This design comes from an exercise in tuning for small area on the open sky130 flow, not from production work.
RTL that was checked went through simulation tests only; none was proved equivalent to the original.
The flow treats the clock pin as an ideal source. Dropping or thinning the clock tree relies on that and would not hold on a real chip.
Power and IR drop assume default switching activity.

== onyx ==
==> module UAPBCORE, before the edit <==
module UAPBCORE(
input PCLK,
input PRESETN,
input PSEL,
input PENABLE,
input [1:0] PADDR,
input PWRITE,
input [7:0] PWDATA,
output [7:0] PRDATA,
output PREADY,
input RX,
output TX,
output TXRDY,
output RXRDY,
output [7:0] DATAOUT,
output s_tick
);
wire wr = PSEL & PENABLE & PWRITE;
wire rd = PSEL & PENABLE & ~PWRITE;
reg [7:0] baud, q;
assign s_tick = (q == baud);
always @(posedge PCLK, negedge PRESETN)
  if (!PRESETN) begin
    baud <= 8'd3;
    q <= 8'd0;
  end else begin
    if (wr && PADDR == 2'd0)
      baud <= PWDATA;
    q <= s_tick ? 8'd0 : q + 8'd1;
  end
reg [7:0] thr;           
reg       tfull;
reg [7:0] tsr;           
reg [3:0] ts;
reg [2:0] tpr;         
reg       tp2;
wire [3:0] tp = {tpr[2], tp2, tpr[1:0]};
reg       txr;
wire t_idle = ~tp[3] & tp[0] & ~tp[1];
wire t_load = t_idle & tfull;
wire t_en   = s_tick & ~t_idle;
always @(posedge PCLK)
  if (!tfull)
    thr <= PWDATA;
always @(posedge PCLK)
  if (t_idle)
    tsr <= thr;
always @(posedge PCLK)
  if (t_load)
    tp2 <= 1'b1;
  else if (t_en && ts == 4'd15)
    tp2 <= tp[2] ^ (tp[1] & tp[0]);
always @(posedge PCLK)
  if (t_idle)
    ts <= 4'd0;
  else if (s_tick)
    ts <= ts + 4'd1;
always @(posedge PCLK, negedge PRESETN)
  if (!PRESETN) begin
    tfull <= 1'b0;
    tpr <= 3'b001;
    txr <= 1'b1;
  end else begin
    if (t_load)
      tfull <= 1'b0;
    else if (wr && PADDR == 2'd2)
      tfull <= 1'b1;
    if (t_load)
      tpr <= 3'b011;
    else if (t_en && ts == 4'd15)
      tpr <= {tp[3] ^ (&tp[2:0]), tp[1] ^ tp[0], ~tp[0]};
    txr <= tp[3] ? tsr[tp[2:0]] : ~tp[1];
  end
assign TX = txr;
assign TXRDY = ~tfull;
reg       rxs;
reg [3:0] rs;
reg [2:0] rpr;         
reg       rp2;
wire [3:0] rp = {rpr[2], rp2, rpr[1:0]};
reg [7:0] rsr;
reg [7:0] rbuf;
reg       rfull;
wire r_idle  = ~rp[3] & rp[0] & ~rp[1];
wire r_start = r_idle & ~rxs;
wire r_en    = s_tick & ~r_idle;
wire r_last  = r_en && rs == 4'd15;
wire r_done  = r_last & ~rp[3] & ~rp[0];
always @(posedge PCLK)
  if (r_idle)
    rs <= 4'd8;
  else if (s_tick)
    rs <= rs + 4'd1;
always @(posedge PCLK)
  if (r_start)
    rp2 <= 1'b1;
  else if (r_last)
    rp2 <= rp[2] ^ (rp[1] & rp[0]);
always @(posedge PCLK)
  if (s_tick && rs == 4'd15)
    rsr <= {rxs, rsr[7:1]};
always @(posedge PCLK, negedge PRESETN)
  if (!PRESETN) begin
    rxs <= 1'b1;
    rpr <= 3'b001;
    rbuf <= 8'd0;
    rfull <= 1'b0;
  end else begin
    rxs <= RX;
    if (r_start)
      rpr <= 3'b011;
    else if (r_last)
      rpr <= {rp[3] ^ (&rp[2:0]), rp[1] ^ rp[0], ~rp[0]};
    if (r_done) begin
      rbuf <= rsr;
      rfull <= 1'b1;
    end else if (rd && PADDR == 2'd3)
      rfull <= 1'b0;
  end
assign RXRDY = rfull;
assign DATAOUT = rbuf;
assign PREADY = 1'b1;
assign PRDATA = PADDR[1] ? (PADDR[0] ? rbuf : 8'd0)
                         : (PADDR[0] ? {6'd0, RXRDY, TXRDY} : baud);
endmodule
clock: 10.0 ns
lec_check: 0
cap_margin: 0
core_margin: 2
core_utilization: 70
gpl_timing_driven: 0
slew_margin: 0
standard.sh (not shown) runs the stock make flow with config.mk's settings and CLKGATE_MAP_FILE= SYNTH_SCRIPT=/design/flow/synth_recipe.tcl, a recipe that flattens the netlist after the stock synthesis.
==> flow/flow/run.sh <==
#!/bin/bash
# The standard ORFS layout with:
#  - the standard synthesis, then its combinational logic re-mapped for area
#    (flow/resynth.sh; flip-flops untouched);
#  - every cell first at its smallest drive (flow/downsize.tcl, after synthesis);
#  - buf_1 port buffers;
#  - a small clock tree of our own (flow/myclk.tcl, run after CTS): a grid of
#    CLK_NX x CLK_NY clock buffers, each driving the flip-flops nearest to it.
set -euo pipefail
here=$(pwd)
export BUFFER_PORTS_ARGS="-buffer_cell sky130_fd_sc_hd__buf_1"
export CTS_ARGS="-sink_clustering_enable -repair_clock_nets -dont_use_dummy_load"
export POST_CTS_TCL=$here/flow/myclk.tcl
export POST_SYNTH_TCL=$here/flow/downsize.tcl
export CLK_NX=${CLK_NX:-2} CLK_NY=${CLK_NY:-2}
export CLK_BUF=${CLK_BUF:-sky130_fd_sc_hd__clkbuf_8}
export CLK_ROOT=${CLK_ROOT:-sky130_fd_sc_hd__clkbuf_4}
results=$here/orfs/results/$FLOW_PLATFORM/UAPBCORE/base
bash standard.sh synth > flow_synth.log 2>&1
bash flow/resynth.sh $results/1_2_yosys.v > resynth.log 2>&1
bash standard.sh > flow_standard.log 2>&1
Other scripts of this flow, unchanged in this note and not shown: flow/flow/downsize.tcl, flow/flow/myclk.tcl, flow/flow/resynth.sh
Here is what was changed in the inputs of delta compared with onyx.
-- flow/design.v --
<<< onyx, line 53
    tp2 <= tp[2] ^ (tp[1] & tp[0]);
always @(posedge PCLK)
  if (t_idle)
    ts <= 4'd0;
  else if (s_tick)
    ts <= ts + 4'd1;
always @(posedge PCLK, negedge PRESETN)
>>> delta, line 53
    tp2 <= tp[2] ^ (tp[1] & tp[0]);
always @(posedge PCLK)
  if (t_load)
    ts <= 4'd0;
  else if (t_en)
    ts <= ts + 4'd1;
always @(posedge PCLK, negedge PRESETN)
<<< onyx, line 63
    txr <= 1'b1;
  end else begin
    if (t_load)
      tfull <= 1'b0;
    else if (wr && PADDR == 2'd2)
      tfull <= 1'b1;
    if (t_load)
      tpr <= 3'b011;
>>> delta, line 63
    txr <= 1'b1;
  end else begin
    if (wr && PADDR == 2'd2 && !tfull)
      tfull <= 1'b1;
    else if (t_load)
      tfull <= 1'b0;
    if (t_load)
      tpr <= 3'b011;
<<< onyx, line 89
wire r_done  = r_last & ~rp[3] & ~rp[0];
always @(posedge PCLK)
  if (r_idle)
    rs <= 4'd8;
  else if (s_tick)
    rs <= rs + 4'd1;
always @(posedge PCLK)
>>> delta, line 89
wire r_done  = r_last & ~rp[3] & ~rp[0];
always @(posedge PCLK)
  if (r_start)
    rs <= 4'd8;
  else if (r_en)
    rs <= rs + 4'd1;
always @(posedge PCLK)
<<< onyx, line 99
    rp2 <= rp[2] ^ (rp[1] & rp[0]);
always @(posedge PCLK)
  if (s_tick && rs == 4'd15)
    rsr <= {rxs, rsr[7:1]};
always @(posedge PCLK, negedge PRESETN)
>>> delta, line 99
    rp2 <= rp[2] ^ (rp[1] & rp[0]);
always @(posedge PCLK)
  if (r_last & rp[3])
    rsr <= {rxs, rsr[7:1]};
always @(posedge PCLK, negedge PRESETN)
Findings:
Compare onyx and delta | summed area of non-filler cells in the final layout lower: onyx
Note that the total length of routed wires recorded for delta amounts to 1.06 times the value seen in onyx.
Per the comparison of delta with onyx, smallest setup slack after layout now sits lower, via count grew by 6.4%.
On global-route usage, onyx and delta are neck and neck.
Taking onyx as the reference, in delta met2 wirelength from detailed routing now larger, number of iterations in the first detailed-routing pass now larger, layout-stage area growth over the synthesis result now larger, routability-driven placement congestion ratio now smaller.
Compared with onyx, delta shows a number of inverters outside the clock class in the layout that is 4 higher.
First-pass GRT wire length down 1.0% in delta wrt onyx
Compared with onyx, delta shows final critical-path share of the clock period higher by 2.2 points.
Relative contribution of sequential cells to total power (higher): delta
Relative to onyx, share of the final layout cell area in sequential cells decreased by 1.1 points in delta.
Only the layout flow was run in onyx; the RTL was not checked for function there. No run of this note takes its clock network from TritonCTS; it comes from the design's own scripts or RTL.

-- afterwards: timing with drivers on the ports --
In the flow no input, the clock included, has a driving cell. The finished layouts below were timed again as built, in two steps.
Step 1: set_driving_cell puts a clkbuf_16 on PCLK and a buf_2 on each other input, an assumption about the parent block.
Step 2 moves the port delays by t, midway between the first and last clock arrival at a register: inputs arrive t later, outputs are due t later. That takes back most of the time a late clock gives input paths.
Slacks: no drivers / after step 1 / after step 2; pairs: no drivers / after step 1.
| run | t (ns) | setup slack, ns | worst hold slack (ns) | slew at the worst register clock pin (ns) | worst slew at a driven data input, ns |
|---|---|---|---|---|---|
| onyx | 0.209 | 5.113 / 5.082 / 5.082 | 0.436 / 0.436 / 0.436 | 0.10 / 0.10 | 0.04 |
| delta | 0.205 | 4.889 / 4.862 / 4.862 | 0.414 / 0.414 / 0.414 | 0.10 / 0.10 | 0.04 |
After both steps every run listed still meets setup and hold. The setup slack of onyx, which loses most, moves by -0.031 ns with the drivers and by -0.031 ns with both steps.
